From an optimization exercise on the open Yosys and OpenROAD flow, aimed at small area, a short achievable clock period and few clock cycles per item; shortcuts taken in it are not production practice.
Only simulation tests tie the RTL to the original design; equivalence was not proved.
The flow treats the clock pin as an ideal source, which a real chip does not have.
Power and IR drop assume default switching activity.

===== design/flow/design.v =====
`timescale 1ns / 1ps
module fa3 (input a, b, c, output s, co);
assign s  = a ^ b ^ c;
assign co = (a & b) | (a & c) | (b & c);
endmodule
module ha2 (input a, b, output s, co);
assign s  = a ^ b;
assign co = a & b;
endmodule
module xn2 (input a, b, output y);
assign y = ~(a ^ b);
endmodule
`timescale 1ns / 1ps
`timescale 1ns / 1ps
`timescale 1ns / 1ps
module systolic_array_controller (
	input clk,
	input rst_n,
	input [3:0] a11, a12, a21, a22,
	input [3:0] b11, b12, b21, b22,
	input in_valid,
	output logic [8:0] c11, c12, c21, c22,
	output logic out_valid
);
logic v_q;
always_ff @(posedge clk or negedge rst_n) begin
	if (~rst_n) {out_valid, v_q} <= 2'b00;
	else        {out_valid, v_q} <= {v_q, in_valid};
end
wire [17:0] c11_m; logic [17:0] c11_q;
assign c11_m[0] = ~(a11[0] & b11[0]);
assign c11_m[1] = ~(a12[0] & b21[0]);
assign c11_m[2] = ~(a12[1] & b21[0]);
wire c11_k0, c11_s1, c11_k1, c11_s2, c11_k2, c11_s4, c11_k4, c11_s5, c11_k5, c11_s8, c11_k8, c11_k9, c11_k11;
fa3 c11_u0 (.a(~(a11[0] & b11[1])), .b(~(a11[1] & b11[0])), .c(~(a12[0] & b21[1])), .s(c11_m[3]), .co(c11_k0));
fa3 c11_u1 (.a(~(a11[0] & b11[2])), .b(~(a11[1] & b11[1])), .c(~(a11[2] & b11[0])), .s(c11_s1), .co(c11_k1));
fa3 c11_u2 (.a(~(a12[0] & b21[2])), .b(~(a12[1] & b21[1])), .c(~(a12[2] & b21[0])), .s(c11_s2), .co(c11_k2));
fa3 c11_u3 (.a(c11_k0), .b(c11_s1), .c(c11_s2), .s(c11_m[4]), .co(c11_m[5]));
fa3 c11_u4 (.a(~(a11[0] & b11[3])), .b(~(a11[1] & b11[2])), .c(~(a11[2] & b11[1])), .s(c11_s4), .co(c11_k4));
fa3 c11_u5 (.a(~(a11[3] & b11[0])), .b(~(a12[0] & b21[3])), .c(~(a12[1] & b21[2])), .s(c11_s5), .co(c11_k5));
fa3 c11_u6 (.a(~(a12[2] & b21[1])), .b(~(a12[3] & b21[0])), .c(c11_k1), .s(c11_m[6]), .co(c11_m[9]));
fa3 c11_u7 (.a(c11_k2), .b(c11_s4), .c(c11_s5), .s(c11_m[7]), .co(c11_m[10]));
fa3 c11_u8 (.a(~(a11[1] & b11[3])), .b(~(a11[2] & b11[2])), .c(~(a11[3] & b11[1])), .s(c11_s8), .co(c11_k8));
fa3 c11_u9 (.a(~(a12[1] & b21[3])), .b(~(a12[2] & b21[2])), .c(~(a12[3] & b21[1])), .s(c11_m[8]), .co(c11_k9));
fa3 c11_u10 (.a(c11_k4), .b(c11_k5), .c(c11_s8), .s(c11_m[11]), .co(c11_m[13]));
fa3 c11_u11 (.a(~(a11[2] & b11[3])), .b(~(a11[3] & b11[2])), .c(~(a12[2] & b21[3])), .s(c11_m[12]), .co(c11_k11));
fa3 c11_u12 (.a(~(a12[3] & b21[2])), .b(c11_k8), .c(c11_k9), .s(c11_m[14]), .co(c11_m[15]));
fa3 c11_u13 (.a(~(a11[3] & b11[3])), .b(~(a12[3] & b21[3])), .c(c11_k11), .s(c11_m[16]), .co(c11_m[17]));
wire c11_2s0, c11_2k0, c11_2s1, c11_2k1, c11_2s2, c11_2k2, c11_2s3, c11_2k3, c11_2s4, c11_2k4, c11_2s5, c11_2k5;
fa3 c11_2u0 (.a(1'b1), .b(c11_q[8]), .c(c11_q[9]), .s(c11_2s0), .co(c11_2k0));
fa3 c11_2u1 (.a(1'b1), .b(c11_q[12]), .c(c11_q[13]), .s(c11_2s1), .co(c11_2k1));
fa3 c11_2u2 (.a(1'b1), .b(c11_q[5]), .c(c11_q[6]), .s(c11_2s2), .co(c11_2k2));
fa3 c11_2u3 (.a(c11_q[10]), .b(c11_q[11]), .c(c11_2s0), .s(c11_2s3), .co(c11_2k3));
fa3 c11_2u4 (.a(c11_q[14]), .b(c11_2k0), .c(c11_2s1), .s(c11_2s4), .co(c11_2k4));
fa3 c11_2u5 (.a(c11_q[15]), .b(c11_q[16]), .c(c11_2k1), .s(c11_2s5), .co(c11_2k5));
wire [8:0] c11_d;
wire c11_ak0, c11_ap0, c11_ak1, c11_ap1, c11_ak3, c11_ap3, c11_ak4, c11_ap4, c11_ak5, c11_ap5, c11_ak6, c11_ap6, c11_ak7, c11_ap7, c11_aK0_1, c11_aP0_1, c11_aK0_3, c11_aP0_3, c11_aK0_5, c11_aP0_5, c11_aK0_7, c11_aP0_7, c11_aK0_9, c11_aP0_9, c11_aK1_2, c11_aP1_2, c11_aK1_3, c11_aP1_3, c11_aK1_6, c11_aP1_6, c11_aK1_7, c11_aP1_7, c11_aK2_4, c11_aP2_4, c11_aK2_5, c11_aP2_5, c11_aK2_6, c11_aP2_6, c11_aK2_7, c11_aP2_7, c11_aK3_8, c11_aP3_8, c11_aK3_9, c11_aP3_9;
ha2 c11_ah0 (.a(c11_q[0]), .b(c11_q[1]), .s(c11_ap0), .co(c11_ak0));
ha2 c11_ah1 (.a(c11_q[2]), .b(c11_q[3]), .s(c11_ap1), .co(c11_ak1));
ha2 c11_ah3 (.a(c11_2s2), .b(c11_q[7]), .s(c11_ap3), .co(c11_ak3));
ha2 c11_ah4 (.a(c11_2s3), .b(c11_2k2), .s(c11_ap4), .co(c11_ak4));
ha2 c11_ah5 (.a(c11_2s4), .b(c11_2k3), .s(c11_ap5), .co(c11_ak5));
ha2 c11_ah6 (.a(c11_2s5), .b(c11_2k4), .s(c11_ap6), .co(c11_ak6));
ha2 c11_ah7 (.a(c11_q[17]), .b(c11_2k5), .s(c11_ap7), .co(c11_ak7));
assign c11_aK0_1 = c11_ak0 | (c11_ap0 & 1'b1);
assign c11_aP0_1 = c11_ap0 & 1'b0;
assign c11_aK0_3 = c11_q[4] | (~c11_q[4] & c11_ak1);
assign c11_aP0_3 = ~c11_q[4] & c11_ap1;
assign c11_aK0_5 = c11_ak4 | (c11_ap4 & c11_ak3);
assign c11_aP0_5 = c11_ap4 & c11_ap3;
assign c11_aK0_7 = c11_ak6 | (c11_ap6 & c11_ak5);
assign c11_aP0_7 = c11_ap6 & c11_ap5;
assign c11_aK0_9 = 1'b1 | (1'b0 & c11_ak7);
assign c11_aP0_9 = 1'b0 & c11_ap7;
assign c11_aK1_2 = c11_ak1 | (c11_ap1 & c11_aK0_1);
assign c11_aP1_2 = c11_ap1 & c11_aP0_1;
assign c11_aK1_3 = c11_aK0_3 | (c11_aP0_3 & c11_aK0_1);
assign c11_aP1_3 = c11_aP0_3 & c11_aP0_1;
assign c11_aK1_6 = c11_ak5 | (c11_ap5 & c11_aK0_5);
assign c11_aP1_6 = c11_ap5 & c11_aP0_5;
assign c11_aK1_7 = c11_aK0_7 | (c11_aP0_7 & c11_aK0_5);
assign c11_aP1_7 = c11_aP0_7 & c11_aP0_5;
assign c11_aK2_4 = c11_ak3 | (c11_ap3 & c11_aK1_3);
assign c11_aP2_4 = c11_ap3 & c11_aP1_3;
assign c11_aK2_5 = c11_aK0_5 | (c11_aP0_5 & c11_aK1_3);
assign c11_aP2_5 = c11_aP0_5 & c11_aP1_3;
assign c11_aK2_6 = c11_aK1_6 | (c11_aP1_6 & c11_aK1_3);
assign c11_aP2_6 = c11_aP1_6 & c11_aP1_3;
assign c11_aK2_7 = c11_aK1_7 | (c11_aP1_7 & c11_aK1_3);
assign c11_aP2_7 = c11_aP1_7 & c11_aP1_3;
assign c11_aK3_8 = c11_ak7 | (c11_ap7 & c11_aK2_7);
assign c11_aP3_8 = c11_ap7 & c11_aP2_7;
assign c11_aK3_9 = c11_aK0_9 | (c11_aP0_9 & c11_aK2_7);
assign c11_aP3_9 = c11_aP0_9 & c11_aP2_7;
assign c11_d[0] = ~(c11_ap0 ^ 1'b1);
assign c11_d[1] = ~(c11_ap1 ^ c11_aK0_1);
assign c11_d[2] = ~(~c11_q[4] ^ c11_aK1_2);
assign c11_d[3] = ~(c11_ap3 ^ c11_aK1_3);
assign c11_d[4] = ~(c11_ap4 ^ c11_aK2_4);
assign c11_d[5] = ~(c11_ap5 ^ c11_aK2_5);
assign c11_d[6] = ~(c11_ap6 ^ c11_aK2_6);
assign c11_d[7] = ~(c11_ap7 ^ c11_aK2_7);
assign c11_d[8] = ~(1'b0 ^ c11_aK3_8);
wire [17:0] c12_m; logic [17:0] c12_q;
assign c12_m[0] = ~(a11[0] & b12[0]);
assign c12_m[1] = ~(a12[0] & b22[0]);
assign c12_m[2] = ~(a12[1] & b22[0]);
wire c12_k0, c12_s1, c12_k1, c12_s2, c12_k2, c12_s4, c12_k4, c12_s5, c12_k5, c12_s8, c12_k8, c12_k9, c12_k11;
fa3 c12_u0 (.a(~(a11[0] & b12[1])), .b(~(a11[1] & b12[0])), .c(~(a12[0] & b22[1])), .s(c12_m[3]), .co(c12_k0));
fa3 c12_u1 (.a(~(a11[0] & b12[2])), .b(~(a11[1] & b12[1])), .c(~(a11[2] & b12[0])), .s(c12_s1), .co(c12_k1));
fa3 c12_u2 (.a(~(a12[0] & b22[2])), .b(~(a12[1] & b22[1])), .c(~(a12[2] & b22[0])), .s(c12_s2), .co(c12_k2));
fa3 c12_u3 (.a(c12_k0), .b(c12_s1), .c(c12_s2), .s(c12_m[4]), .co(c12_m[5]));
fa3 c12_u4 (.a(~(a11[0] & b12[3])), .b(~(a11[1] & b12[2])), .c(~(a11[2] & b12[1])), .s(c12_s4), .co(c12_k4));
fa3 c12_u5 (.a(~(a11[3] & b12[0])), .b(~(a12[0] & b22[3])), .c(~(a12[1] & b22[2])), .s(c12_s5), .co(c12_k5));
fa3 c12_u6 (.a(~(a12[2] & b22[1])), .b(~(a12[3] & b22[0])), .c(c12_k1), .s(c12_m[6]), .co(c12_m[9]));
fa3 c12_u7 (.a(c12_k2), .b(c12_s4), .c(c12_s5), .s(c12_m[7]), .co(c12_m[10]));
fa3 c12_u8 (.a(~(a11[1] & b12[3])), .b(~(a11[2] & b12[2])), .c(~(a11[3] & b12[1])), .s(c12_s8), .co(c12_k8));
fa3 c12_u9 (.a(~(a12[1] & b22[3])), .b(~(a12[2] & b22[2])), .c(~(a12[3] & b22[1])), .s(c12_m[8]), .co(c12_k9));
fa3 c12_u10 (.a(c12_k4), .b(c12_k5), .c(c12_s8), .s(c12_m[11]), .co(c12_m[13]));
fa3 c12_u11 (.a(~(a11[2] & b12[3])), .b(~(a11[3] & b12[2])), .c(~(a12[2] & b22[3])), .s(c12_m[12]), .co(c12_k11));
fa3 c12_u12 (.a(~(a12[3] & b22[2])), .b(c12_k8), .c(c12_k9), .s(c12_m[14]), .co(c12_m[15]));
fa3 c12_u13 (.a(~(a11[3] & b12[3])), .b(~(a12[3] & b22[3])), .c(c12_k11), .s(c12_m[16]), .co(c12_m[17]));
wire c12_2s0, c12_2k0, c12_2s1, c12_2k1, c12_2s2, c12_2k2, c12_2s3, c12_2k3, c12_2s4, c12_2k4, c12_2s5, c12_2k5;
fa3 c12_2u0 (.a(1'b1), .b(c12_q[8]), .c(c12_q[9]), .s(c12_2s0), .co(c12_2k0));
fa3 c12_2u1 (.a(1'b1), .b(c12_q[12]), .c(c12_q[13]), .s(c12_2s1), .co(c12_2k1));
fa3 c12_2u2 (.a(1'b1), .b(c12_q[5]), .c(c12_q[6]), .s(c12_2s2), .co(c12_2k2));
fa3 c12_2u3 (.a(c12_q[10]), .b(c12_q[11]), .c(c12_2s0), .s(c12_2s3), .co(c12_2k3));
fa3 c12_2u4 (.a(c12_q[14]), .b(c12_2k0), .c(c12_2s1), .s(c12_2s4), .co(c12_2k4));
fa3 c12_2u5 (.a(c12_q[15]), .b(c12_q[16]), .c(c12_2k1), .s(c12_2s5), .co(c12_2k5));
wire [8:0] c12_d;
wire c12_ak0, c12_ap0, c12_ak1, c12_ap1, c12_ak3, c12_ap3, c12_ak4, c12_ap4, c12_ak5, c12_ap5, c12_ak6, c12_ap6, c12_ak7, c12_ap7, c12_aK0_1, c12_aP0_1, c12_aK0_3, c12_aP0_3, c12_aK0_5, c12_aP0_5, c12_aK0_7, c12_aP0_7, c12_aK0_9, c12_aP0_9, c12_aK1_2, c12_aP1_2, c12_aK1_3, c12_aP1_3, c12_aK1_6, c12_aP1_6, c12_aK1_7, c12_aP1_7, c12_aK2_4, c12_aP2_4, c12_aK2_5, c12_aP2_5, c12_aK2_6, c12_aP2_6, c12_aK2_7, c12_aP2_7, c12_aK3_8, c12_aP3_8, c12_aK3_9, c12_aP3_9;
ha2 c12_ah0 (.a(c12_q[0]), .b(c12_q[1]), .s(c12_ap0), .co(c12_ak0));
ha2 c12_ah1 (.a(c12_q[2]), .b(c12_q[3]), .s(c12_ap1), .co(c12_ak1));
ha2 c12_ah3 (.a(c12_2s2), .b(c12_q[7]), .s(c12_ap3), .co(c12_ak3));
ha2 c12_ah4 (.a(c12_2s3), .b(c12_2k2), .s(c12_ap4), .co(c12_ak4));
ha2 c12_ah5 (.a(c12_2s4), .b(c12_2k3), .s(c12_ap5), .co(c12_ak5));
ha2 c12_ah6 (.a(c12_2s5), .b(c12_2k4), .s(c12_ap6), .co(c12_ak6));
ha2 c12_ah7 (.a(c12_q[17]), .b(c12_2k5), .s(c12_ap7), .co(c12_ak7));
assign c12_aK0_1 = c12_ak0 | (c12_ap0 & 1'b1);
assign c12_aP0_1 = c12_ap0 & 1'b0;
assign c12_aK0_3 = c12_q[4] | (~c12_q[4] & c12_ak1);
assign c12_aP0_3 = ~c12_q[4] & c12_ap1;
assign c12_aK0_5 = c12_ak4 | (c12_ap4 & c12_ak3);
assign c12_aP0_5 = c12_ap4 & c12_ap3;
assign c12_aK0_7 = c12_ak6 | (c12_ap6 & c12_ak5);
assign c12_aP0_7 = c12_ap6 & c12_ap5;
assign c12_aK0_9 = 1'b1 | (1'b0 & c12_ak7);
assign c12_aP0_9 = 1'b0 & c12_ap7;
assign c12_aK1_2 = c12_ak1 | (c12_ap1 & c12_aK0_1);
assign c12_aP1_2 = c12_ap1 & c12_aP0_1;
assign c12_aK1_3 = c12_aK0_3 | (c12_aP0_3 & c12_aK0_1);
assign c12_aP1_3 = c12_aP0_3 & c12_aP0_1;
assign c12_aK1_6 = c12_ak5 | (c12_ap5 & c12_aK0_5);
assign c12_aP1_6 = c12_ap5 & c12_aP0_5;
assign c12_aK1_7 = c12_aK0_7 | (c12_aP0_7 & c12_aK0_5);
assign c12_aP1_7 = c12_aP0_7 & c12_aP0_5;
assign c12_aK2_4 = c12_ak3 | (c12_ap3 & c12_aK1_3);
assign c12_aP2_4 = c12_ap3 & c12_aP1_3;
assign c12_aK2_5 = c12_aK0_5 | (c12_aP0_5 & c12_aK1_3);
assign c12_aP2_5 = c12_aP0_5 & c12_aP1_3;
assign c12_aK2_6 = c12_aK1_6 | (c12_aP1_6 & c12_aK1_3);
assign c12_aP2_6 = c12_aP1_6 & c12_aP1_3;
assign c12_aK2_7 = c12_aK1_7 | (c12_aP1_7 & c12_aK1_3);
assign c12_aP2_7 = c12_aP1_7 & c12_aP1_3;
assign c12_aK3_8 = c12_ak7 | (c12_ap7 & c12_aK2_7);
assign c12_aP3_8 = c12_ap7 & c12_aP2_7;
assign c12_aK3_9 = c12_aK0_9 | (c12_aP0_9 & c12_aK2_7);
assign c12_aP3_9 = c12_aP0_9 & c12_aP2_7;
assign c12_d[0] = ~(c12_ap0 ^ 1'b1);
assign c12_d[1] = ~(c12_ap1 ^ c12_aK0_1);
assign c12_d[2] = ~(~c12_q[4] ^ c12_aK1_2);
assign c12_d[3] = ~(c12_ap3 ^ c12_aK1_3);
assign c12_d[4] = ~(c12_ap4 ^ c12_aK2_4);
assign c12_d[5] = ~(c12_ap5 ^ c12_aK2_5);
assign c12_d[6] = ~(c12_ap6 ^ c12_aK2_6);
assign c12_d[7] = ~(c12_ap7 ^ c12_aK2_7);
assign c12_d[8] = ~(1'b0 ^ c12_aK3_8);
wire [17:0] c21_m; logic [17:0] c21_q;
assign c21_m[0] = ~(a21[0] & b11[0]);
assign c21_m[1] = ~(a22[0] & b21[0]);
assign c21_m[2] = ~(a22[1] & b21[0]);
wire c21_k0, c21_s1, c21_k1, c21_s2, c21_k2, c21_s4, c21_k4, c21_s5, c21_k5, c21_s8, c21_k8, c21_k9, c21_k11;
fa3 c21_u0 (.a(~(a21[0] & b11[1])), .b(~(a21[1] & b11[0])), .c(~(a22[0] & b21[1])), .s(c21_m[3]), .co(c21_k0));
fa3 c21_u1 (.a(~(a21[0] & b11[2])), .b(~(a21[1] & b11[1])), .c(~(a21[2] & b11[0])), .s(c21_s1), .co(c21_k1));
fa3 c21_u2 (.a(~(a22[0] & b21[2])), .b(~(a22[1] & b21[1])), .c(~(a22[2] & b21[0])), .s(c21_s2), .co(c21_k2));
fa3 c21_u3 (.a(c21_k0), .b(c21_s1), .c(c21_s2), .s(c21_m[4]), .co(c21_m[5]));
fa3 c21_u4 (.a(~(a21[0] & b11[3])), .b(~(a21[1] & b11[2])), .c(~(a21[2] & b11[1])), .s(c21_s4), .co(c21_k4));
fa3 c21_u5 (.a(~(a21[3] & b11[0])), .b(~(a22[0] & b21[3])), .c(~(a22[1] & b21[2])), .s(c21_s5), .co(c21_k5));
fa3 c21_u6 (.a(~(a22[2] & b21[1])), .b(~(a22[3] & b21[0])), .c(c21_k1), .s(c21_m[6]), .co(c21_m[9]));
fa3 c21_u7 (.a(c21_k2), .b(c21_s4), .c(c21_s5), .s(c21_m[7]), .co(c21_m[10]));
fa3 c21_u8 (.a(~(a21[1] & b11[3])), .b(~(a21[2] & b11[2])), .c(~(a21[3] & b11[1])), .s(c21_s8), .co(c21_k8));
fa3 c21_u9 (.a(~(a22[1] & b21[3])), .b(~(a22[2] & b21[2])), .c(~(a22[3] & b21[1])), .s(c21_m[8]), .co(c21_k9));
fa3 c21_u10 (.a(c21_k4), .b(c21_k5), .c(c21_s8), .s(c21_m[11]), .co(c21_m[13]));
fa3 c21_u11 (.a(~(a21[2] & b11[3])), .b(~(a21[3] & b11[2])), .c(~(a22[2] & b21[3])), .s(c21_m[12]), .co(c21_k11));
fa3 c21_u12 (.a(~(a22[3] & b21[2])), .b(c21_k8), .c(c21_k9), .s(c21_m[14]), .co(c21_m[15]));
fa3 c21_u13 (.a(~(a21[3] & b11[3])), .b(~(a22[3] & b21[3])), .c(c21_k11), .s(c21_m[16]), .co(c21_m[17]));
wire c21_2s0, c21_2k0, c21_2s1, c21_2k1, c21_2s2, c21_2k2, c21_2s3, c21_2k3, c21_2s4, c21_2k4, c21_2s5, c21_2k5;
fa3 c21_2u0 (.a(1'b1), .b(c21_q[8]), .c(c21_q[9]), .s(c21_2s0), .co(c21_2k0));
fa3 c21_2u1 (.a(1'b1), .b(c21_q[12]), .c(c21_q[13]), .s(c21_2s1), .co(c21_2k1));
fa3 c21_2u2 (.a(1'b1), .b(c21_q[5]), .c(c21_q[6]), .s(c21_2s2), .co(c21_2k2));
fa3 c21_2u3 (.a(c21_q[10]), .b(c21_q[11]), .c(c21_2s0), .s(c21_2s3), .co(c21_2k3));
fa3 c21_2u4 (.a(c21_q[14]), .b(c21_2k0), .c(c21_2s1), .s(c21_2s4), .co(c21_2k4));
fa3 c21_2u5 (.a(c21_q[15]), .b(c21_q[16]), .c(c21_2k1), .s(c21_2s5), .co(c21_2k5));
wire [8:0] c21_d;
wire c21_ak0, c21_ap0, c21_ak1, c21_ap1, c21_ak3, c21_ap3, c21_ak4, c21_ap4, c21_ak5, c21_ap5, c21_ak6, c21_ap6, c21_ak7, c21_ap7, c21_aK0_1, c21_aP0_1, c21_aK0_3, c21_aP0_3, c21_aK0_5, c21_aP0_5, c21_aK0_7, c21_aP0_7, c21_aK0_9, c21_aP0_9, c21_aK1_2, c21_aP1_2, c21_aK1_3, c21_aP1_3, c21_aK1_6, c21_aP1_6, c21_aK1_7, c21_aP1_7, c21_aK2_4, c21_aP2_4, c21_aK2_5, c21_aP2_5, c21_aK2_6, c21_aP2_6, c21_aK2_7, c21_aP2_7, c21_aK3_8, c21_aP3_8, c21_aK3_9, c21_aP3_9;
ha2 c21_ah0 (.a(c21_q[0]), .b(c21_q[1]), .s(c21_ap0), .co(c21_ak0));
ha2 c21_ah1 (.a(c21_q[2]), .b(c21_q[3]), .s(c21_ap1), .co(c21_ak1));
ha2 c21_ah3 (.a(c21_2s2), .b(c21_q[7]), .s(c21_ap3), .co(c21_ak3));
ha2 c21_ah4 (.a(c21_2s3), .b(c21_2k2), .s(c21_ap4), .co(c21_ak4));
ha2 c21_ah5 (.a(c21_2s4), .b(c21_2k3), .s(c21_ap5), .co(c21_ak5));
ha2 c21_ah6 (.a(c21_2s5), .b(c21_2k4), .s(c21_ap6), .co(c21_ak6));
ha2 c21_ah7 (.a(c21_q[17]), .b(c21_2k5), .s(c21_ap7), .co(c21_ak7));
assign c21_aK0_1 = c21_ak0 | (c21_ap0 & 1'b1);
assign c21_aP0_1 = c21_ap0 & 1'b0;
assign c21_aK0_3 = c21_q[4] | (~c21_q[4] & c21_ak1);
assign c21_aP0_3 = ~c21_q[4] & c21_ap1;
assign c21_aK0_5 = c21_ak4 | (c21_ap4 & c21_ak3);
assign c21_aP0_5 = c21_ap4 & c21_ap3;
assign c21_aK0_7 = c21_ak6 | (c21_ap6 & c21_ak5);
assign c21_aP0_7 = c21_ap6 & c21_ap5;
assign c21_aK0_9 = 1'b1 | (1'b0 & c21_ak7);
assign c21_aP0_9 = 1'b0 & c21_ap7;
assign c21_aK1_2 = c21_ak1 | (c21_ap1 & c21_aK0_1);
assign c21_aP1_2 = c21_ap1 & c21_aP0_1;
assign c21_aK1_3 = c21_aK0_3 | (c21_aP0_3 & c21_aK0_1);
assign c21_aP1_3 = c21_aP0_3 & c21_aP0_1;
assign c21_aK1_6 = c21_ak5 | (c21_ap5 & c21_aK0_5);
assign c21_aP1_6 = c21_ap5 & c21_aP0_5;
assign c21_aK1_7 = c21_aK0_7 | (c21_aP0_7 & c21_aK0_5);
assign c21_aP1_7 = c21_aP0_7 & c21_aP0_5;
assign c21_aK2_4 = c21_ak3 | (c21_ap3 & c21_aK1_3);
assign c21_aP2_4 = c21_ap3 & c21_aP1_3;
assign c21_aK2_5 = c21_aK0_5 | (c21_aP0_5 & c21_aK1_3);
assign c21_aP2_5 = c21_aP0_5 & c21_aP1_3;
assign c21_aK2_6 = c21_aK1_6 | (c21_aP1_6 & c21_aK1_3);
assign c21_aP2_6 = c21_aP1_6 & c21_aP1_3;
assign c21_aK2_7 = c21_aK1_7 | (c21_aP1_7 & c21_aK1_3);
assign c21_aP2_7 = c21_aP1_7 & c21_aP1_3;
assign c21_aK3_8 = c21_ak7 | (c21_ap7 & c21_aK2_7);
assign c21_aP3_8 = c21_ap7 & c21_aP2_7;
assign c21_aK3_9 = c21_aK0_9 | (c21_aP0_9 & c21_aK2_7);
assign c21_aP3_9 = c21_aP0_9 & c21_aP2_7;
assign c21_d[0] = ~(c21_ap0 ^ 1'b1);
assign c21_d[1] = ~(c21_ap1 ^ c21_aK0_1);
assign c21_d[2] = ~(~c21_q[4] ^ c21_aK1_2);
assign c21_d[3] = ~(c21_ap3 ^ c21_aK1_3);
assign c21_d[4] = ~(c21_ap4 ^ c21_aK2_4);
assign c21_d[5] = ~(c21_ap5 ^ c21_aK2_5);
assign c21_d[6] = ~(c21_ap6 ^ c21_aK2_6);
assign c21_d[7] = ~(c21_ap7 ^ c21_aK2_7);
assign c21_d[8] = ~(1'b0 ^ c21_aK3_8);
wire [17:0] c22_m; logic [17:0] c22_q;
assign c22_m[0] = ~(a21[0] & b12[0]);
assign c22_m[1] = ~(a22[0] & b22[0]);
assign c22_m[2] = ~(a22[1] & b22[0]);
wire c22_k0, c22_s1, c22_k1, c22_s2, c22_k2, c22_s4, c22_k4, c22_s5, c22_k5, c22_s8, c22_k8, c22_k9, c22_k11;
fa3 c22_u0 (.a(~(a21[0] & b12[1])), .b(~(a21[1] & b12[0])), .c(~(a22[0] & b22[1])), .s(c22_m[3]), .co(c22_k0));
fa3 c22_u1 (.a(~(a21[0] & b12[2])), .b(~(a21[1] & b12[1])), .c(~(a21[2] & b12[0])), .s(c22_s1), .co(c22_k1));
fa3 c22_u2 (.a(~(a22[0] & b22[2])), .b(~(a22[1] & b22[1])), .c(~(a22[2] & b22[0])), .s(c22_s2), .co(c22_k2));
fa3 c22_u3 (.a(c22_k0), .b(c22_s1), .c(c22_s2), .s(c22_m[4]), .co(c22_m[5]));
fa3 c22_u4 (.a(~(a21[0] & b12[3])), .b(~(a21[1] & b12[2])), .c(~(a21[2] & b12[1])), .s(c22_s4), .co(c22_k4));
fa3 c22_u5 (.a(~(a21[3] & b12[0])), .b(~(a22[0] & b22[3])), .c(~(a22[1] & b22[2])), .s(c22_s5), .co(c22_k5));
fa3 c22_u6 (.a(~(a22[2] & b22[1])), .b(~(a22[3] & b22[0])), .c(c22_k1), .s(c22_m[6]), .co(c22_m[9]));
fa3 c22_u7 (.a(c22_k2), .b(c22_s4), .c(c22_s5), .s(c22_m[7]), .co(c22_m[10]));
fa3 c22_u8 (.a(~(a21[1] & b12[3])), .b(~(a21[2] & b12[2])), .c(~(a21[3] & b12[1])), .s(c22_s8), .co(c22_k8));
fa3 c22_u9 (.a(~(a22[1] & b22[3])), .b(~(a22[2] & b22[2])), .c(~(a22[3] & b22[1])), .s(c22_m[8]), .co(c22_k9));
fa3 c22_u10 (.a(c22_k4), .b(c22_k5), .c(c22_s8), .s(c22_m[11]), .co(c22_m[13]));
fa3 c22_u11 (.a(~(a21[2] & b12[3])), .b(~(a21[3] & b12[2])), .c(~(a22[2] & b22[3])), .s(c22_m[12]), .co(c22_k11));
fa3 c22_u12 (.a(~(a22[3] & b22[2])), .b(c22_k8), .c(c22_k9), .s(c22_m[14]), .co(c22_m[15]));
fa3 c22_u13 (.a(~(a21[3] & b12[3])), .b(~(a22[3] & b22[3])), .c(c22_k11), .s(c22_m[16]), .co(c22_m[17]));
wire c22_2s0, c22_2k0, c22_2s1, c22_2k1, c22_2s2, c22_2k2, c22_2s3, c22_2k3, c22_2s4, c22_2k4, c22_2s5, c22_2k5;
fa3 c22_2u0 (.a(1'b1), .b(c22_q[8]), .c(c22_q[9]), .s(c22_2s0), .co(c22_2k0));
fa3 c22_2u1 (.a(1'b1), .b(c22_q[12]), .c(c22_q[13]), .s(c22_2s1), .co(c22_2k1));
fa3 c22_2u2 (.a(1'b1), .b(c22_q[5]), .c(c22_q[6]), .s(c22_2s2), .co(c22_2k2));
fa3 c22_2u3 (.a(c22_q[10]), .b(c22_q[11]), .c(c22_2s0), .s(c22_2s3), .co(c22_2k3));
fa3 c22_2u4 (.a(c22_q[14]), .b(c22_2k0), .c(c22_2s1), .s(c22_2s4), .co(c22_2k4));
fa3 c22_2u5 (.a(c22_q[15]), .b(c22_q[16]), .c(c22_2k1), .s(c22_2s5), .co(c22_2k5));
wire [8:0] c22_d;
wire c22_ak0, c22_ap0, c22_ak1, c22_ap1, c22_ak3, c22_ap3, c22_ak4, c22_ap4, c22_ak5, c22_ap5, c22_ak6, c22_ap6, c22_ak7, c22_ap7, c22_aK0_1, c22_aP0_1, c22_aK0_3, c22_aP0_3, c22_aK0_5, c22_aP0_5, c22_aK0_7, c22_aP0_7, c22_aK0_9, c22_aP0_9, c22_aK1_2, c22_aP1_2, c22_aK1_3, c22_aP1_3, c22_aK1_6, c22_aP1_6, c22_aK1_7, c22_aP1_7, c22_aK2_4, c22_aP2_4, c22_aK2_5, c22_aP2_5, c22_aK2_6, c22_aP2_6, c22_aK2_7, c22_aP2_7, c22_aK3_8, c22_aP3_8, c22_aK3_9, c22_aP3_9;
ha2 c22_ah0 (.a(c22_q[0]), .b(c22_q[1]), .s(c22_ap0), .co(c22_ak0));
ha2 c22_ah1 (.a(c22_q[2]), .b(c22_q[3]), .s(c22_ap1), .co(c22_ak1));
ha2 c22_ah3 (.a(c22_2s2), .b(c22_q[7]), .s(c22_ap3), .co(c22_ak3));
ha2 c22_ah4 (.a(c22_2s3), .b(c22_2k2), .s(c22_ap4), .co(c22_ak4));
ha2 c22_ah5 (.a(c22_2s4), .b(c22_2k3), .s(c22_ap5), .co(c22_ak5));
ha2 c22_ah6 (.a(c22_2s5), .b(c22_2k4), .s(c22_ap6), .co(c22_ak6));
ha2 c22_ah7 (.a(c22_q[17]), .b(c22_2k5), .s(c22_ap7), .co(c22_ak7));
assign c22_aK0_1 = c22_ak0 | (c22_ap0 & 1'b1);
assign c22_aP0_1 = c22_ap0 & 1'b0;
assign c22_aK0_3 = c22_q[4] | (~c22_q[4] & c22_ak1);
assign c22_aP0_3 = ~c22_q[4] & c22_ap1;
assign c22_aK0_5 = c22_ak4 | (c22_ap4 & c22_ak3);
assign c22_aP0_5 = c22_ap4 & c22_ap3;
assign c22_aK0_7 = c22_ak6 | (c22_ap6 & c22_ak5);
assign c22_aP0_7 = c22_ap6 & c22_ap5;
assign c22_aK0_9 = 1'b1 | (1'b0 & c22_ak7);
assign c22_aP0_9 = 1'b0 & c22_ap7;
assign c22_aK1_2 = c22_ak1 | (c22_ap1 & c22_aK0_1);
assign c22_aP1_2 = c22_ap1 & c22_aP0_1;
assign c22_aK1_3 = c22_aK0_3 | (c22_aP0_3 & c22_aK0_1);
assign c22_aP1_3 = c22_aP0_3 & c22_aP0_1;
assign c22_aK1_6 = c22_ak5 | (c22_ap5 & c22_aK0_5);
assign c22_aP1_6 = c22_ap5 & c22_aP0_5;
assign c22_aK1_7 = c22_aK0_7 | (c22_aP0_7 & c22_aK0_5);
assign c22_aP1_7 = c22_aP0_7 & c22_aP0_5;
assign c22_aK2_4 = c22_ak3 | (c22_ap3 & c22_aK1_3);
assign c22_aP2_4 = c22_ap3 & c22_aP1_3;
assign c22_aK2_5 = c22_aK0_5 | (c22_aP0_5 & c22_aK1_3);
assign c22_aP2_5 = c22_aP0_5 & c22_aP1_3;
assign c22_aK2_6 = c22_aK1_6 | (c22_aP1_6 & c22_aK1_3);
assign c22_aP2_6 = c22_aP1_6 & c22_aP1_3;
assign c22_aK2_7 = c22_aK1_7 | (c22_aP1_7 & c22_aK1_3);
assign c22_aP2_7 = c22_aP1_7 & c22_aP1_3;
assign c22_aK3_8 = c22_ak7 | (c22_ap7 & c22_aK2_7);
assign c22_aP3_8 = c22_ap7 & c22_aP2_7;
assign c22_aK3_9 = c22_aK0_9 | (c22_aP0_9 & c22_aK2_7);
assign c22_aP3_9 = c22_aP0_9 & c22_aP2_7;
assign c22_d[0] = ~(c22_ap0 ^ 1'b1);
assign c22_d[1] = ~(c22_ap1 ^ c22_aK0_1);
assign c22_d[2] = ~(~c22_q[4] ^ c22_aK1_2);
assign c22_d[3] = ~(c22_ap3 ^ c22_aK1_3);
assign c22_d[4] = ~(c22_ap4 ^ c22_aK2_4);
assign c22_d[5] = ~(c22_ap5 ^ c22_aK2_5);
assign c22_d[6] = ~(c22_ap6 ^ c22_aK2_6);
assign c22_d[7] = ~(c22_ap7 ^ c22_aK2_7);
assign c22_d[8] = ~(1'b0 ^ c22_aK3_8);
always_ff @(posedge clk) begin
	c11_q <= c11_m;
	c11 <= c11_d;
	c12_q <= c12_m;
	c12 <= c12_d;
	c21_q <= c21_m;
	c21 <= c21_d;
	c22_q <= c22_m;
	c22 <= c22_d;
end
endmodule

===== design/flow/config.mk =====
export PLATFORM = sky130hd
export DESIGN_NAME = systolic_array_controller
export DESIGN_NICKNAME = systolic_array_controller
export VERILOG_FILES = /design/flow/design.v
export SDC_FILE = /design/flow/constraint.sdc
export NUM_CORES = 4
export LEC_CHECK = 0
export CAP_MARGIN = 20
export CORE_MARGIN = 2
export CORE_UTILIZATION = 65
export CTS_BUF_LIST = sky130_fd_sc_hd__clkbuf_8
export SLEW_MARGIN = 20
export SYNTH_HIERARCHICAL = 1
export SYNTH_MINIMUM_KEEP_SIZE = 0

===== design/flow/constraint.sdc =====
create_clock -name core_clock -period 5.0 [get_ports {clk}]
set_input_delay 1.0000 -clock core_clock [delete_from_list [all_inputs] [get_ports {clk}]]
set_output_delay 1.0000 -clock core_clock [all_outputs]
set_load 0.01 [all_outputs]

===== design/flow/flow/skew.tcl =====
# Runs just before clock tree synthesis (PRE_CTS_TCL).  The output registers
# (c11..c22 and out_valid) get their clock through one extra clock buffer, so
# their clock arrives later than that of the stage-1 registers (useful skew
# for the register-to-register paths of stage 2).  CTS then builds the clock
# tree for both nets.
set block [ord::get_db_block]
set db [ord::get_db]
set master [$db findMaster sky130_fd_sc_hd__clkbuf_2]
set clk [$block findNet clk]
set regs {}
set sx 0
set sy 0
foreach inst [$block getInsts] {
  if {[regexp {^(c(11|12|21|22)\[[0-9]+\]|out_valid)\$_DFF} [$inst getName]]} {
    lappend regs $inst
    set b [$inst getBBox]
    set sx [expr {$sx + ([$b xMin] + [$b xMax]) / 2}]
    set sy [expr {$sy + ([$b yMin] + [$b yMax]) / 2}]
  }
}
set n [llength $regs]
puts "skew.tcl: $n output registers"
set buf [odb::dbInst_create $block $master clkskew_buf]
set net [odb::dbNet_create $block clk_out_regs]
$net setSigType CLOCK
[$buf findITerm A] connect $clk
[$buf findITerm X] connect $net
foreach inst $regs {
  set it [$inst findITerm CLK]
  $it disconnect
  $it connect $net
}
$buf setLocation [expr {$sx / $n}] [expr {$sy / $n}]
$buf setPlacementStatus PLACED

===== design/flow/flow/run.sh =====
#!/bin/bash
# Own layout flow: the standard layout (standard.sh) with two changes:
# - the port buffers are sky130_fd_sc_hd__buf_1 instead of the resizer's default;
# - before CTS, flow/skew.tcl gives the output registers their own clock buffer,
#   so that their clock arrives later (useful skew for the stage-2 paths).
# make's full output (yosys, openroad, ...) goes to make_finish.log here; ORFS
# keeps each step's own log under orfs/logs/.
set -euo pipefail
export BUFFER_PORTS_ARGS="-buffer_cell sky130_fd_sc_hd__buf_1"
export PRE_CTS_TCL="$PWD/flow/skew.tcl"
bash standard.sh finish > make_finish.log 2>&1

===== design/flow/standard.sh =====
#!/bin/bash
# synth_recipe.tcl (not shown) runs the flow's synth.tcl, then flattens the netlist and writes it again
# the make line also repeats each setting of config.mk as NAME=value (left out here)
make -C /OpenROAD-flow-scripts/flow DESIGN_CONFIG=/design/flow/config.mk WORK_HOME=/design/flow/orfs CLKGATE_MAP_FILE= SYNTH_SCRIPT=/design/flow/synth_recipe.tcl "${@:-finish}"

==> results of run 1 <==
-- per-module statistics from Yosys (local to each module, per instance) --
module | flops+latches | area, sq um | times used
fa3 | 0 | 20.0 | 80
ha2 | 0 | 12.5 | 28
systolic_array_controller | 110 | 3500 | 1
-- metal layers --
metal / vias to the layer above / wire length [microns]
met5: - / 0
met1: 1695 / 3930
met3: 18 / 680
li1: 1598 / -
met2: 109 / 5170
met4: 0 / 214
-- sequential cells by signal, summed over array words and instances, names as in the netlist, 9 cells and up --
signal / count
c11_q: 18
c12_q: 18
c21_q: 18
c22_q: 18
c11: 9
c12: 9
c21: 9
c22: 9
-- layout by cell type (no fill, tap or decap) --
cell type and instances:
a211oi_2 4, a21oi_1 4, a21oi_2 4, buf_1 71, bufinv_16 3, clkbuf_2 1
clkbuf_8 14, clkinv_4 1, conb_1 12, dfrtp_1 2, dfxtp_1 108, fa_1 80
ha_1 40, inv_1 13, inv_6 1, nand2_1 136, nand3_1 4, nor2_1 20
nor3_1 4, nor4_2 4, o21ai_1 4, or2_1 4, xnor2_1 8, xor2_1 8
-- per-stage QoR --
step | utilization (%) | hold slack [ns] | instances
floorplan | - | 0.331 | 490
CTS | 74.3 | 0.269 | 655
finish | 74.3 | 0.272 | 655
global route | 74.3 | 0.269 | 655
detailed placement | 70.6 | 0.352 | 634
global placement | 70.6 | 0.341 | 634
-- final cells by class, clock buffers not listed --
class | instances | area (sq um) | share of cell area (%)
buffer | 1 | 5.00 | 0.0824
clock inverter | 6 | 111 | 1.83
multi-input combinational | 336 | 3110 | 51.2
inverter | 12 | 45.0 | 0.741
sequential | 110 | 2210 | 36.4
tap | 105 | 131 | 2.16
timing repair buffer | 71 | 267 | 4.39
-- cell families after synthesis --
family	synth area share [%]
and+or+nand+nor	12.9
adders and majority gates	38.6
DFF	40.6
buffers and inverters	3.03
AOI/OAI and AO/OA	2.30
xor gates and xnor gates	2.57
other	0.0688
-- worst max path at each step --
stage,to,start,slack [ns],cells after the start
global route,c12[7],c12_q[8],2.40,9
global placement,c11_q[7],b11[3],2.42,4
floorplan,c21_q[7],b11[3],2.59,4
detailed placement,c22_q[7],a21[0],2.34,4
finish,c22[7],c22_q[8],2.53,9
CTS,c22[7],c22_q[8],2.51,9
-- power by group through the flow --
| stage | registers (uW) | clock network, uW | logic (uW) |
|---|---|---|---|
| after floorplan | 1270 | 0 | 783 |
| after global placement | 1210 | 0 | 1060 |
| after detailed placement | 1220 | 0 | 1120 |
| after CTS | 1200 | 755 | 1130 |
| after global routing | 1220 | 786 | 1270 |
| final | 1190 | 744 | 1100 |
-- worst max-delay path, cell delays in order, from the launching register on --
cell and delay, ns:
dfxtp_1 0.34, fa_1 0.52, fa_1 0.42, ha_1 0.33, nor2_1 0.06, a211oi_2 0.30
nand3_1 0.12, nand2_1 0.08, ha_1 0.22, inv_1 0.05
==> flow_summary.ini, run 1 <==
[place]
dp_hpwl_microns = 7870
gp_congestion = 0.847
port_buffers = 71
place_area_sq_um = 5770
dp_slack_ns = 2.34

[worst_setup_path]
cp_max_fo = 3
r2r-end = c22[7]
crit_path_start_kind = flop
endpoint_kind = flop
worstPathArrival_ns = 2.91
crit_type = reg2reg
worstReg2RegStart = c22_q[8]
rrSetupSlack_ns = 2.53
reg2reg_depth = 9
required_ns = 5.45

[sta]
finalSetupTns_ns = 0
fin_skew_ns = 0.0846
hold_viol = 0
rsz0062_at_grt = no
fin_ws_ns = 2.53
fmax_mhz = 405
maxSlewViolCount = 0
fin_crit_ns = 2.47
setup_viol = 0
finalCritPeriodShare_pct = 49.3

[global_routing]
top_usage_layer = met2
grt.met2_usage_pct = 42.6
grt_util_all_layers_pct = 25.0
antenna_found_initial = 0
use_met3_pct = 4.98
grt_overflow = 0
grt_pass1_wl_microns = 16600
grt_pass1_vias = 3581
grt_max_degree = 19
met1_usage_pct = 31.0

[yosys]
yosysMostFrequentCell = nand2_1
synthCells = 479
ys_ff_latch = 110
synthTopCellsByCount = nand2_1 (136), dfxtp_1 (108), fa_1 (80)
synth_area_sq_um = 5450
synth_edf_count = 0
synth.top_cell.area_share_pct = 39.7
yosysUniqueCellTypes = 19
synth_top_area_cell = dfxtp_1
synth_area_leaders = dfxtp_1 (40%), fa_1 (29%), nand2_1 (9.4%)
synthFlopType = dfxtp_1
avgSynthCellArea_sq_um = 11.4
ys_seq_area_share_pct = 40.6
ys_async_sr_fraction_pct = 1.82
yosysWarnings = 7

[drt]
wire_per_inst_microns = 15.3
drtPass1Iterations = 4
routed_via_density = 5.22
postRouteAntennaNets = 0
drtIter0Drc = 138
drc = 0
routed_wl_microns = 10000
routed-via-count = 3420

[power]
leakage_uw = 0.00244
power_frac_comb_pct = 36.3
total_power_uw = 3040
ir_worst_vdd_mv = 0.304
p_int_uw = 2020
seqPwrFrac_pct = 39.3
pwr-share-clk_pct = 24.4
p_sw_share_pct = 33.7
pwr_density_cell_nw_per_um2 = 501
p_sw_uw = 1030

[cells_and_area]
num-fill-cells = 597
drive_gt1_share_pct = 5.82
num-nets-final = 700
stdcell_area_sq_um = 6080
area_growth_pct = 11.5
antenna_cells = 0

[floorplanning]
fp.dieH_microns = 95.6
floorplan.die.width_microns = 95.6
row_count = 33
core_area_sq_um = 8180
start_util_pct = 66.7
pin_count = 72
dieArea_sq_um = 9130

[outcome]
status = finished clean

[run]
drv_cap = 0

[cts]
hold_buffers = 0
clk_latency_ns = 0.49
cts_tree = yes
post-cts-setup-buffers = 0
post_cts_resized = 0
cts.clk_slew.worst_paths_ns = 0.11

[worst_hold_path]
hold_class = in2async
Testbench counts, summed over its fixed seeds: cycles 1,216, items 1,200.
==> inputs of run 2 (changes only) <==
--- a/design/flow/flow/skew.tcl
+++ b/design/flow/flow/skew.tcl
@@ -11,7 +11,7 @@
 set sx 0
 set sy 0
 foreach inst [$block getInsts] {
-  if {[regexp {^(c(11|12|21|22)\[[0-9]+\]|out_valid)\$_DFF} [$inst getName]]} {
+  if {[regexp {^(c(11|12|21|22)\\?\[[0-9]+\\?\]|out_valid)\$_DFF} [$inst getName]]} {
     lappend regs $inst
     set b [$inst getBBox]
     set sx [expr {$sx + ([$b xMin] + [$b xMax]) / 2}]
==> run 2 against run 1 <==
Compared with the run above: global-route usage rose by 0.85 points; die area did not move; final cell count rose by 1.2%; sequential power barely moved; via count rose by 1.7%; setup slack improved by 0.035 ns; total power rose by 1.4%; first-iteration DRC count rose by 33%; sequential cell count did not move; wire length rose by 1.2%; critical path type unchanged; critical endpoint unchanged; highest routed layer unchanged.
==> flow_summary.ini, run 2 <==
[outcome]
status = finished clean

[global_routing]
grt_overflow = 0
grt_pass1_vias = 3688
grt_max_degree = 13
antenna_found_initial = 0
grt_pass1_wl_microns = 17000
grt_util_all_layers_pct = 25.9

[yosys]
synth_mux_area_share_pct = 0
synth_area_leaders = dfxtp_1 (40%), fa_1 (29%), nand2_1 (9.4%)
avgSynthCellArea_sq_um = 11.4
synthSimpleGateAreaFrac_pct = 12.9
synthAdderAreaFrac_pct = 38.6
synth_edf_count = 0
synthCells = 479
yosysWarnings = 7
ys_ff_latch = 110
synth_compound_gate_area_share_pct = 2.30
ys_seq_area_share_pct = 40.6
synthFlopType = dfxtp_1
synth_area_sq_um = 5450
ys_async_sr_fraction_pct = 1.82
yosysUniqueCellTypes = 19
synth_top_family_by_area = adder cells
yosysMostFrequentCell = nand2_1
synth_xor_area_share_pct = 2.57
synth_top_area_cell = dfxtp_1
synthTopCellsByCount = nand2_1 (136), dfxtp_1 (108), fa_1 (80)
synth.top_cell.area_share_pct = 39.7

[drt]
wire_per_inst_microns = 15.3
drtPass1Iterations = 4
drtIter0Drc = 183
routed-via-count = 3478
routed_wl_microns = 10100
drc = 0
postRouteAntennaNets = 0
routed_via_density = 5.25

[worst_setup_path]
endpoint_kind = flop
required_ns = 5.56
worstPathArrival_ns = 2.99
crit_path_start_kind = flop
cp_max_fo = 3
crit_type = reg2reg

[cells_and_area]
mostFrequentLayoutCell = nand2_1
most-common-layout-cells = nand2_1 (136), dfxtp_1 (108), fa_1 (80)
antenna_cells = 0
num-nets-final = 705
num-fill-cells = 597
stdcell_area_sq_um = 6120
drive_gt1_share_pct = 6.63
area_growth_pct = 12.3
fin_util_pct = 74.8

[power]
leakage_uw = 0.00248
pwr_density_cell_nw_per_um2 = 504
total_power_uw = 3090
ir_worst_vdd_mv = 0.311

[place]
place_area_sq_um = 5770
dp_hpwl_microns = 7870
gp_congestion = 0.847
port_buffers = 71

[cts]
post-cts-setup-buffers = 0
cts_tree = yes
clk_latency_ns = 0.62
cts.clk_slew.worst_paths_ns = 0.08
post_cts_resized = 0
hold_buffers = 0

[floorplanning]
fp.dieH_microns = 95.6
start_util_pct = 66.7
floorplan.die.width_microns = 95.6
dieArea_sq_um = 9130
pin_count = 72
core_area_sq_um = 8180
row_count = 33

[sta]
finalCritPeriodShare_pct = 48.6
maxSlewViolCount = 0
setup_viol = 0
finalSetupTns_ns = 0
fin_skew_ns = 0.0471
hold_ws_ns = 0.152
fmax_mhz = 411
fin_crit_ns = 2.43
rsz0062_at_grt = no
hold_viol = 0

[worst_hold_path]
hold_class = in2async

[run]
drv_cap = 0
run 2: area by class of cell, clock buffers not listed:
cell class	count	area (sq um)	area share (%)
buffer	1	5.00	0.0818
clock inverter	7	55.1	0.900
inverter	12	45.0	0.736
multi-input combinational	336	3110	50.9
sequential	110	2210	36.2
tap	105	131	2.15
timing repair buffer	71	267	4.36
run 2: logic make-up (layout without fill, tap and decap cells):
logic type / after synthesis / in the layout
buf+inv: 44 / 112
fa+ha+maj: 120 / 120
xor+xnor: 16 / 16
other cells: 1 / 12
simple gates: 172 / 172
compound gates: 16 / 16
flops: 110 / 110
run 2: power breakdown:
part	total (uW)	leakage, uW	switching [uW]	internal (uW)
clock	785	0.000198	351	435
sequential	1200	0.000929	83.5	1110
combinational	1100	0.00135	618	486
run 2: path summary, 6_finish.rpt:
check,endpoint,cells past startpoint,slack [ns],startpoint
min reg2reg,out_valid,0,0.33,v_q
max in group asynchronous,v_q,1,4.68,rst_n
min,out_valid,1,0.15,rst_n
min in group core_clock,out_valid,0,0.33,v_q
max reg2reg,c22[7],9,2.57,c22_q[8]
max,c22[7],9,2.57,c22_q[8]
run 2: critical path, cell delays in order (launching register included):
cell and delay [ns]:
dfxtp_1 0.33, fa_1 0.52, fa_1 0.42, ha_1 0.33, nor2_1 0.06, a211oi_2 0.29, nand3_1 0.12, nand2_1 0.08
ha_1 0.22, inv_1 0.05
run 2: per-layer routing:
metal  vias to the layer above  share of wire (%)  track usage [%]
met4                         0                4.4             14.6
met3                        38                6.4             6.80
met5                         -                  0                0
met2                       128                 50             42.4
li1                       1611                  -                -
met1                      1701                 39             31.0
run 2: stage by stage:
stage / cells / setup slack, ns
3_5_place_dp: 634 / 2.34
6_report: 663 / 2.57
4_1_cts: 663 / 2.53
2_1_floorplan: 490 / 2.59
3_3_place_gp: 634 / 2.42
5_1_grt: 663 / 2.46
run 2: modules after synthesis (local to each module, per instance):
module / times used / cell area [sq um]
ha2: 28 / 12.5
systolic_array_controller: 1 / 3500
fa3: 80 / 20.0

[static timing again, ports no longer ideal]
How much do the figures lean on ideal ports? The routed layouts below were timed once more, with nothing changed but the port constraints. Step 1 sets driving cells, clkbuf_16 on the clock port and buf_2 on the other inputs (assumed; they add their load-dependent delay and slew). Step 2 moves the port delays by t, midway between the first and last clock arrival at a register: inputs arrive t later, outputs are due t later. That takes back most of the time a late clock gives input paths. a / b / c = no drivers / after step 1 / after step 2; a / b = the first two.
| run | t, ns | slack for setup (ns) | worst setup path at the end | clock arrival spread, ns | cell pins on the clock port's net |
|---|---|---|---|---|---|
| run 1 | 0.485 | 2.533 / 2.533 / 2.308 | input to register | 0.085 / 0.085 | 2 |
| run 2 | 0.631 | 2.568 / 2.568 / 2.316 | input to register | 0.047 / 0.047 | 2 |
After both steps setup and hold are still met in every run listed. For run 2, which loses most, drivers alone change the setup slack by 0.000 ns; drivers and shift together by -0.252 ns.
